Context: an optimization exercise on an open-source flow, tuned for small area, a short achievable clock period and few clock cycles per item. The choices shown serve that exercise and are no tape-out recipe. At most, simulation tests tie the RTL to the original design; equivalence was not proved.

== before ==
## filter
module filter
	#(parameter DWIDTH = 16)
	(input clk,
		input rst,
		output req_in,
		input ack_in,
		input [0:DWIDTH-1] data_in,
		output req_out,
		input ack_out,
		output [0:DWIDTH-1] data_out);
Settings: LEC_CHECK=0, ABC_AREA=1, CAP_MARGIN=20, CORE_MARGIN=2, CORE_UTILIZATION=40, SLEW_MARGIN=20, SYNTH_HIERARCHICAL=1, SYNTH_MEMORY_MAX_BITS=16384, SYNTH_MINIMUM_KEEP_SIZE=0; clock period 11.0 ns.
standard.sh (not shown) runs the stock make flow with config.mk's settings and CLKGATE_MAP_FILE= SYNTH_SCRIPT=/design/flow/synth_recipe.tcl, a recipe that flattens the netlist after the stock synthesis.
==> flow/flow/run.sh <==
#!/bin/bash
# The standard layout (standard.sh: the standard flow's synthesis and ORFS flow with the
# settings of config.mk), with repair_timing asked for more setup slack than
# config.mk's SETUP_SLACK_MARGIN may ask for. The make output goes to
# standard_flow.log; ORFS's own logs stay under orfs/logs.
set -euo pipefail
MARGIN=$(cat flow/margin)
bash standard.sh SETUP_SLACK_MARGIN=$MARGIN finish > standard_flow.log 2>&1
==> flow/flow/margin <==
7.5
Edits applied to the flow inputs when going from before to after:
--- a/flow/design.v
+++ b/flow/design.v
@@ -370,24 +370,23 @@
 	reg [16:0] cs2;
 	reg [5:0] cs3;
 	reg [30:0] acc;
 	reg [15:0] din;          
 	reg dv;                  
 	reg rqi, rqo;            
 	reg rqi_n, rqo_n;        
 	reg [15:0] q0, q1, q2;   
 	reg [1:0] cnt;           
-	reg popd;                
 	assign req_in = rqi;
 	assign req_out = rqo;
 	assign data_out = q0;
 	wire take = ~rqi_n & ack_in;
-	wire go = ({1'b0, cnt} - popd + vd + vt <= 3'd2) & (~pend | dv | take);
+	wire go = ({1'b0, cnt} + vd + vt <= 3'd2) & (~pend | dv | take);
 	wire shift = ~ph & vr & pend;
 	wire push = ph & vd;
 	wire pop = ~rqo_n & ack_out;
 	wire [7:0] l_next = (l < 8'd13) ? l + 8'd147 : l - 8'd13;
 	wire [7:0] a_next = ph ? l : 8'd160 - l;
 	wire [13:0] c1 = rom1(~a1_n);
 	wire [23:0] e1n = booth({c1[13], c1[13], c1});
 	wire [23:0] e2n = booth(rom2(a2_x ^ 8'ha5));
 	wire [15:0] xa = r0;
@@ -1212,20 +1211,19 @@
 	filter_fa u_afs51 (.a(cs0[30]), .b(cs1[30]), .ci(ag[30]), .s(afs51), .co(afc51));
 	wire ahs13, ahc13;
 	filter_ha u_ahs13 (.a(afc50), .b(afs51), .s(ahs13), .c(ahc13));
 	assign bs = {ahc12, ahc11, ahc10, ahc9, ahc8, afc45, afc43, ahc7, ahc6, ahc5, ahc4, afc33, afc30, afc27, afc24, afc21, ahc3, ahc2, afs16, afc12, afc10, afc8, ahc1, afc5, afc4, afc3, afc2, afc1, afc0, ag[1], ag[0]};
 	assign bc = {ahs13, ahs12, ahs11, ahs10, ahs9, ahs8, afs45, afs43, ahs7, ahs6, ahs5, ahs4, afs33, afs30, afs27, afs24, afs21, ahs3, ahs2, afs14, afs12, afs10, afs8, ahs1, afs5, afs4, afs3, afs2, afs1, afs0, ahs0};
 	assign ag = ph ? acc : 31'h2aac0000;
 	wire [30:0] sum = bs + bc;
 	wire [15:0] y = sum[30:15];
 	wire rqi_next = ~rqi_n ? ~ack_in : (~ack_in & (~dv | shift));
-	wire [1:0] left = cnt - popd;    
-	wire rqo_next = ~rqo_n ? ~ack_out : (~ack_out & ((left != 2'd0) | push));
+	wire rqo_next = ~rqo_n ? ~ack_out : (~ack_out & ((cnt != 2'd0) | push));
 	always @(posedge clk) begin
 		e1 <= e1n[21-1:0];
 		e2 <= e2n;
 		cs0 <= t0;
 		cs1 <= t1;
 		cs2 <= t2;
 		cs3 <= t3;
 		if (~ph)
 			acc <= sum;
@@ -1258,19 +1256,19 @@
 				r2 <= r1;
 				r3 <= r0;
 			end
 		end else if (shift) begin
 			r0 <= din;
 			r1 <= r0;
 			r2 <= r1;
 			r3 <= r2;
 		end
-		if (popd) begin
+		if (pop) begin
 			q0 <= (cnt[1] | ~push) ? q1 : y;
 			q1 <= (cnt == 2'd3 | ~push) ? q2 : y;
 			if (cnt == 2'd3)
 				q2 <= y;
 		end else if (push) begin
 			if (cnt == 2'd0)
 				q0 <= y;
 			if (cnt == 2'd1)
 				q1 <= y;
@@ -1287,39 +1285,37 @@
 			a1_n <= 8'hff;
 			a2_x <= 8'ha5;
 			dv <= 1'b0;
 			rqi <= 1'b0;
 			rqi_n <= 1'b1;
 			rqo <= 1'b0;
 			rqo_n <= 1'b1;
 			q0 <= 16'd0;
 			cnt <= 2'd1;
-			popd <= 1'b0;
 		end else begin
 			ph <= ~ph;
 			if (ph) begin
 				vr <= go;
 				vd <= vt;
 			end else begin
 				vt <= vr;
 				if (vr) begin
 					l <= l_next;
 					pend <= (l >= 8'd13);
 				end
 			end
 			if (take)
 				dv <= 1'b1;
 			else if (shift)
 				dv <= 1'b0;
 			rqi <= rqi_next;
 			rqi_n <= ~rqi_next;
-			cnt <= cnt + push - popd;
-			popd <= pop;
+			cnt <= cnt + push - pop;
 			rqo <= rqo_next;
 			rqo_n <= ~rqo_next;
 		end
 	end
 endmodule
 module filter_fa(input a, input b, input ci, output s, output co);
 	assign s = a ^ b ^ ci;
 	assign co = (a & b) | (a & ci) | (b & ci);
 endmodule
Findings:
Max freq before -> after: improved. From before to after the numbers moved as follows: number of slew-limit violations in the final report stayed essentially flat; design area fell by 0.50%; area growth from synthesis to layout stayed essentially flat; period utilization stayed essentially flat; met2 wire length rose by 1200 um. Portion of the layout cell area used by clock cells, after and before: lower on before. A uppermost layer routed of met5 is what after shows, while met4 belongs to before. Fraction of synthesized area in multiplexers delta (after -> before): insignificant. Diff before..after | register fraction of the total cell area | negligible. Compared with before, after shows a lower minimum setup slack among reg-to-reg paths.
Testbench counts of after, summed over its fixed seeds: cycles 64,000, items 32,000.
Only the layout flow was run in before; the RTL was not checked for function there.

[static timing again, ports no longer ideal]
Ports are ideal in the flow. The routed layouts listed here were re-timed in OpenROAD.
Step 1 assumes that a clkbuf_16 drives the clock port and a buf_2 every other input.
Step 2 adds t to the input delays and takes it off the output delays; t is the mean of the earliest and latest rising clock arrival at the registers after step 1. Input paths then give back, and output paths get back, about the clock's delay inside the block.
a / b / c = ideal / step 1 / step 2; a / b = the first two.
| run | t (ns) | slack for setup (ns) | worst setup path at the end | latest minus earliest clock arrival (ns) |
|---|---|---|---|---|
| before | 0.630 | 7.549 / 7.482 / 7.030 | input to register | 0.038 / 0.038 |
| after | 0.613 | 7.561 / 7.425 / 6.812 | input to register | 0.020 / 0.020 |
After both steps every run listed still meets setup and hold. For after, which loses most, drivers alone change the setup slack by -0.136 ns; drivers and shift together by -0.749 ns.
